Context: an optimization exercise on an open-source flow, tuned for small area and a short achievable clock period. The choices shown serve that exercise and are no tape-out recipe.
Where RTL was checked, it was by simulation tests only, not by an equivalence proof against the original.
No driver is modelled on the clock port, so clock power and skew are understated where the tree is cut down; a real chip needs a root buffer or a tree.

==> run a <==
==> flow/design.v <==
module fifo_sync(clk,rst,wen,ren,data_in,data_out,full,empty);
  input clk;
  input rst;
  input wen;
  input ren;
  input [31 : 0] data_in;
  output reg [31 : 0] data_out;
  output reg full, empty;
  reg [31:0] mem [7:0];
  reg [3:0] wj;      
  reg [3:0] rj;      
  reg nfull;         
  reg nempty;        
  function automatic [7:0] jdec(input [3:0] j);
    begin
      jdec[0] = ~j[3] & ~j[0];
      jdec[1] =  j[0] & ~j[1];
      jdec[2] =  j[1] & ~j[2];
      jdec[3] =  j[2] & ~j[3];
      jdec[4] =  j[3] &  j[0];
      jdec[5] = ~j[0] &  j[1];
      jdec[6] = ~j[1] &  j[2];
      jdec[7] = ~j[2] &  j[3];
    end
  endfunction
  function automatic [3:0] jinc(input [3:0] j);
    jinc = {j[2:0], ~j[3]};
  endfunction
  wire [7:0] wsel = jdec(wj);
  wire [7:0] rsel = jdec(rj);
  wire wr = wen & nfull;
  wire rd = ren & nempty;
  integer i;
  always @(posedge clk)
    for (i = 0; i < 8; i = i + 1)
      if (nfull & wsel[i])
        mem[i] <= data_in;
  reg [31:0] rdata;
  always @* begin
    rdata = 32'd0;
    for (i = 0; i < 8; i = i + 1)
      rdata = rdata | ({32{~rst & rsel[i]}} & mem[i]);
  end
  always @(posedge clk)
    if (rd | rst)
      data_out <= rdata;
  wire almost_full  = (jinc(wj) == rj);    
  wire almost_empty = (jinc(rj) == wj);    
  reg full_n, empty_n;
  always @* begin
    full_n  = ~nfull;
    empty_n = ~nempty;
    if (wr & ~rd) begin
      empty_n = 1'b0;
      full_n  = almost_full;
    end
    if (rd & ~wr) begin
      full_n  = 1'b0;
      empty_n = almost_empty;
    end
  end
  always @(posedge clk) begin
    if (rst) begin
      wj     <= 4'd0;
      rj     <= 4'd0;
      full   <= 1'b0;
      empty  <= 1'b1;
      nfull  <= 1'b1;
      nempty <= 1'b0;
    end else begin
      if (wr) wj <= jinc(wj);
      if (rd) rj <= jinc(rj);
      full   <= full_n;
      empty  <= empty_n;
      nfull  <= ~full_n;
      nempty <= ~empty_n;
    end
  end
endmodule
==> flow/flow/run.sh <==
#!/bin/bash
# The standard layout, with three changes:
#  - output-port buffers become buf_2 after global placement (outbuf.tcl);
#  - CTS without dummy loads, in clusters of at most 20 sinks;
#  - after CTS the clock port drives four branch buffers directly instead of
#    a root buffer and two branch buffers (post_cts.tcl, retree.tcl).
set -uo pipefail
here=$(pwd)
bash standard.sh finish \
  POST_GLOBAL_PLACE_TCL="$here/flow/outbuf.tcl" \
  POST_CTS_TCL="$here/flow/post_cts.tcl" \
  CTS_ARGS="-sink_clustering_enable -repair_clock_nets -sink_clustering_size 20 -sink_clustering_max_diameter 60 -dont_use_dummy_load" \
  > "$here/standard.log" 2>&1
==> flow/flow/outbuf.tcl <==
# Output-port buffers become buf_2.
foreach inst [get_cells output*] {
  replace_cell $inst sky130_fd_sc_hd__buf_2
}
puts "outbuf.tcl: resized [llength [get_cells output*]] output buffers"
==> flow/flow/post_cts.tcl <==
# After CTS: rebuild the top of the clock tree (retree.tcl), legalize, and
# repair timing again with the new clock arrival times.
source [file join [file dirname [info script]] retree.tcl]
detailed_placement
estimate_parasitics -placement
repair_timing -setup_margin $::env(SETUP_SLACK_MARGIN) -hold_margin $::env(HOLD_SLACK_MARGIN) -repair_tns 100 -verbose
detailed_placement
check_placement -verbose
estimate_parasitics -placement
report_clock_latency -clock core_clock
==> flow/flow/retree.tcl <==
# Rebuild the top of the clock tree: the clock port drives up to four
# clkbuf_16 branch buffers (one per quadrant of the leaf buffers), each placed
# at the centre of its leaves; CTS's root and branch buffers are removed.
set blk [ord::get_db_block]
set master [[ord::get_db] findMaster sky130_fd_sc_hd__clkbuf_16]
set clknet [$blk findNet clk]
set leaves {}
set old {}
foreach inst [$blk getInsts] {
  set n [$inst getName]
  if {[string match clkbuf_leaf_* $n]} { lappend leaves $inst }
  if {[string match clkbuf_0_* $n] || [string match clkbuf_1_* $n]} { lappend old $inst }
}
# centre of the leaves
set sx 0; set sy 0
foreach l $leaves { set b [$l getBBox]; set sx [expr {$sx + (([$b xMin]+[$b xMax])/2)}]; set sy [expr {$sy + (([$b yMin]+[$b yMax])/2)}] }
set cx [expr {$sx / [llength $leaves]}]
set cy [expr {$sy / [llength $leaves]}]
array set grp {0 {} 1 {} 2 {} 3 {}}
foreach l $leaves {
  set b [$l getBBox]
  set q [expr {((([$b xMin]+[$b xMax])/2) >= $cx ? 1 : 0) + ((([$b yMin]+[$b yMax])/2) >= $cy ? 2 : 0)}]
  lappend grp($q) $l
}
# remove old top of tree
foreach inst $old {
  set xn [[$inst findITerm X] getNet]
  [$inst findITerm A] disconnect
  [$inst findITerm X] disconnect
  odb::dbInst_destroy $inst
  if {$xn ne "NULL" && [llength [$xn getITerms]] == 0} { odb::dbNet_destroy $xn }
}
set k 0
foreach q {0 1 2 3} {
  if {[llength $grp($q)] == 0} continue
  set bx 0; set by 0
  foreach l $grp($q) { set b [$l getBBox]; set bx [expr {$bx + (([$b xMin]+[$b xMax])/2)}]; set by [expr {$by + (([$b yMin]+[$b yMax])/2)}] }
  set bx [expr {$bx / [llength $grp($q)]}]
  set by [expr {$by / [llength $grp($q)]}]
  set buf [odb::dbInst_create $blk $master clkbuf_top_$k]
  $buf setLocation $bx $by
  $buf setPlacementStatus PLACED
  set net [odb::dbNet_create $blk clknet_top_$k]
  $net setSigType CLOCK
  [$buf findITerm A] connect $clknet
  [$buf findITerm X] connect $net
  foreach l $grp($q) {
    set a [$l findITerm A]
    $a disconnect
    $a connect $net
  }
  incr k
}
puts "retree.tcl: clock port drives $k branch buffers over [llength $leaves] leaf buffers"
==> flow/standard.sh <==
#!/bin/bash
# synth_recipe.tcl (not shown) runs the flow's synth.tcl, then flattens the netlist and writes it again
# the make line also repeats each setting of config.mk as NAME=value (left out here)
make -C /OpenROAD-flow-scripts/flow DESIGN_CONFIG=/design/flow/config.mk WORK_HOME=/design/flow/orfs CLKGATE_MAP_FILE= SYNTH_SCRIPT=/design/flow/synth_recipe.tcl "${@:-finish}"
==> flow/config.mk <==
export PLATFORM = sky130hd
export DESIGN_NAME = fifo_sync
export DESIGN_NICKNAME = fifo_sync
export VERILOG_FILES = /design/flow/design.v
export SDC_FILE = /design/flow/constraint.sdc
export NUM_CORES = 4
export LEC_CHECK = 0
export ABC_CLOCK_PERIOD_IN_PS = 800
export CAP_MARGIN = 20
export CORE_MARGIN = 2
export CORE_UTILIZATION = 65
export SETUP_SLACK_MARGIN = 0.7
export SLEW_MARGIN = 20
==> flow/constraint.sdc <==
create_clock -name core_clock -period 2.0 [get_ports {clk}]
set_input_delay 0.4000 -clock core_clock [delete_from_list [all_inputs] [get_ports {clk}]]
set_output_delay 0.4000 -clock core_clock [all_outputs]
set_load 0.01 [all_outputs]
==> inputs of run b, as changes to run a <==
==> flow/design.v, changed modules only <==
module fifo_sync(clk,rst,wen,ren,data_in,data_out,full,empty);
  input clk;
  input rst;
  input wen;
  input ren;
  input [31 : 0] data_in;
  output reg [31 : 0] data_out;
  output reg full, empty;
  reg [31:0] mem [7:0];
  reg [7:0] wsel;    
  reg [7:0] rsel;    
  reg [7:1] cnt;     
  reg nfull;         
  reg nempty;        
  wire wr = wen & nfull;
  wire rd = ren & nempty;
  wire up   = wr & ~rd;
  wire down = rd & ~wr;
  integer i;
  always @(posedge clk)
    for (i = 0; i < 8; i = i + 1)
      if (wsel[i])
        mem[i] <= data_in;
  reg [31:0] head;
  always @* begin
    head = 32'd0;
    for (i = 0; i < 8; i = i + 1)
      head = head | ({32{rsel[i]}} & mem[i]);
  end
  wire rd_hi = ren & ~empty;
  wire take_lo = rd & ~rst;
  wire hold_lo = ~rd & ~rst;
  wire take_hi = rd_hi & ~rst;
  wire hold_hi = ~rd_hi & ~rst;
  always @(posedge clk) begin
    data_out[15:0]  <= ({16{take_lo}} & head[15:0])  | ({16{hold_lo}} & data_out[15:0]);
    data_out[31:16] <= ({16{take_hi}} & head[31:16]) | ({16{hold_hi}} & data_out[31:16]);
  end
  wire [8:0] c = {~nfull, cnt, ~nempty};
  wire [8:0] c_n = up ? {c[7:0], 1'b0} : down ? {1'b0, c[8:1]} : c;
  wire [7:0] wpos  = wsel | ({8{~nfull}} & rsel);
  wire [7:0] wnext = {wpos[6:0], wpos[7]};
  wire [7:0] rnext = {rsel[6:0], rsel[7]};
  always @(posedge clk) begin
    if (rst) begin
      wsel   <= 8'd1;
      rsel   <= 8'd1;
      cnt    <= 7'd0;
      full   <= 1'b0;
      empty  <= 1'b1;
      nfull  <= 1'b1;
      nempty <= 1'b0;
    end else begin
      wsel   <= c_n[8] ? 8'd0 : (wr ? wnext : wpos);
      if (rd) rsel <= rnext;
      cnt    <= c_n[7:1];
      full   <= c_n[8];
      empty  <= c_n[0];
      nfull  <= ~c_n[8];
      nempty <= ~c_n[0];
    end
  end
endmodule
==> flow/flow/run.sh (replaced) <==
#!/bin/bash
# The standard layout, with three changes:
#  - port buffers become plain buffers after global placement (iobuf.tcl);
#  - CTS without dummy loads, in clusters of at most 20 sinks;
#  - after CTS the clock port drives four branch buffers directly instead of
#    a root buffer and two branch buffers (post_cts.tcl, retree.tcl).
set -uo pipefail
here=$(pwd)
bash standard.sh finish \
  POST_GLOBAL_PLACE_TCL="$here/flow/iobuf.tcl" \
  POST_CTS_TCL="$here/flow/post_cts.tcl" \
  CTS_ARGS="-sink_clustering_enable -repair_clock_nets -sink_clustering_size 20 -sink_clustering_max_diameter 60 -dont_use_dummy_load" \
  > "$here/standard.log" 2>&1
==> flow/flow/iobuf.tcl (new file) <==
# Port buffers become plain buffers (the standard port buffering picks a slow
# delay cell): buf_2 on the outputs, buf_1 on the inputs.
foreach inst [get_cells output*] {
  replace_cell $inst sky130_fd_sc_hd__buf_2
}
foreach inst [get_cells input*] {
  replace_cell $inst sky130_fd_sc_hd__buf_1
}
puts "iobuf.tcl: [llength [get_cells output*]] output and [llength [get_cells input*]] input buffers"
--- a/flow/flow/post_cts.tcl
+++ b/flow/flow/post_cts.tcl
@@ -4,5 +4,5 @@
 detailed_placement
 estimate_parasitics -placement
-repair_timing -setup_margin $::env(SETUP_SLACK_MARGIN) -hold_margin $::env(HOLD_SLACK_MARGIN) -repair_tns 100 -verbose
+repair_timing -setup_margin $::env(SETUP_SLACK_MARGIN) -hold_margin $::env(HOLD_SLACK_MARGIN) -repair_tns $::env(TNS_END_PERCENT) -verbose
 detailed_placement
 check_placement -verbose
--- a/flow/config.mk
+++ b/flow/config.mk
@@ -6,5 +6,4 @@
 export NUM_CORES = 4
 export LEC_CHECK = 0
-export ABC_CLOCK_PERIOD_IN_PS = 800
 export CAP_MARGIN = 20
 export CORE_MARGIN = 2
@@ -12,2 +11,3 @@
 export SETUP_SLACK_MARGIN = 0.7
 export SLEW_MARGIN = 20
+export TNS_END_PERCENT = 5
removed: flow/flow/outbuf.tcl
==> inputs of run c, as changes to run a <==
--- a/flow/design.v
+++ b/flow/design.v
@@ -36,13 +36,14 @@
       if (nfull & wsel[i])
         mem[i] <= data_in;
+  wire take = rd & ~rst;
+  wire hold = ~rd & ~rst;
   reg [31:0] rdata;
   always @* begin
-    rdata = 32'd0;
+    rdata = {32{hold}} & data_out;
     for (i = 0; i < 8; i = i + 1)
-      rdata = rdata | ({32{~rst & rsel[i]}} & mem[i]);
+      rdata = rdata | ({32{take & rsel[i]}} & mem[i]);
   end
   always @(posedge clk)
-    if (rd | rst)
-      data_out <= rdata;
+    data_out <= rdata;
   wire almost_full  = (jinc(wj) == rj);    
   wire almost_empty = (jinc(rj) == wj);    
==> flow/run.sh (new file) <==
#!/bin/bash
# synth_recipe.tcl (not shown) runs the flow's synth.tcl, then flattens the netlist and writes it again
# the make line also repeats each setting of config.mk as NAME=value (left out here)
make -C /OpenROAD-flow-scripts/flow DESIGN_CONFIG=/design/flow/config.mk WORK_HOME=/design/flow/orfs CLKGATE_MAP_FILE= SYNTH_SCRIPT=/design/flow/synth_recipe.tcl finish
--- a/flow/config.mk
+++ b/flow/config.mk
@@ -6,8 +6,6 @@
 export NUM_CORES = 4
 export LEC_CHECK = 0
-export ABC_CLOCK_PERIOD_IN_PS = 800
 export CAP_MARGIN = 20
 export CORE_MARGIN = 2
 export CORE_UTILIZATION = 65
-export SETUP_SLACK_MARGIN = 0.7
 export SLEW_MARGIN = 20
removed: flow/flow/run.sh
removed: flow/flow/outbuf.tcl
removed: flow/flow/post_cts.tcl
removed: flow/flow/retree.tcl
removed: flow/standard.sh
==> comparison table <==
	run c	run a	run b
Outcome	complete, no violations	complete, no violations	complete, no violations
Hold Path End	data_out[5]	data_out[17]	mem[4][3]
Detailed Place HPWL	14240 microns	13190 microns	13510 microns
Number of sequential cells	300	300	315
Wire length of the first global-routing pass	40120 microns	41140 microns	36830 microns
Area of the mapped netlist	0.01109 sq mm	0.01094 sq mm	0.01129 sq mm
Stages on worst setup path	1	9	7
Post-detailed-route via-to-cell ratio	6.580	6.854	6.520
Share of the final layout cell area in sequential cells	64.25%	62.28%	70.30%
Placed instance count	996	888	952
Compound-cell area share of the yosys netlist	11.34%	13.20%	13.17%
Slew headroom	44.51%	69.94%	59.44%
Largest net degree at the start of global routing	33	33	36
Avg Cell Area, Syn	15.62 sq um	18.02 sq um	17.10 sq um
Clock latency at the later pin of the worst-skew pair	0.55 ns	0.31 ns	0.32 ns
Number of enable flip-flop cells after synthesis	256	288	256
For run a and run b, only the layout was checked, not whether the RTL still works.

## re-timing with driven ports
Ports are ideal in the flow. The routed layouts listed here were re-timed in OpenROAD. Step 1 assumes that a clkbuf_16 drives the clock port and a buf_2 every other input. Step 2 also shifts input and output timing later by t, the mid clock arrival at the registers, as if the neighbouring blocks saw the same clock. a / b / c = no drivers / after step 1 / after step 2; a / b = the first two.
run	t (ns)	setup WS [ns]	hold WS [ns]	latest minus earliest clock arrival (ns)	worst register clock-pin slew, ns
run a	0.399	0.283 / 0.283 / 0.231	0.524 / 0.456 / 0.524	0.027 / 0.026	0.08 / 0.08
run b	0.392	0.599 / 0.599 / 0.333	0.424 / 0.350 / 0.480	0.042 / 0.041	0.08 / 0.08
run c	0.582	0.129 / 0.083 / -0.424	0.455 / 0.455 / 0.455	0.026 / 0.026	0.07 / 0.07
With both steps, setup timing fails in run c, where it was met with ideal ports. For run c, which loses most, drivers alone change the setup slack by -0.046 ns; drivers and shift together by -0.553 ns.
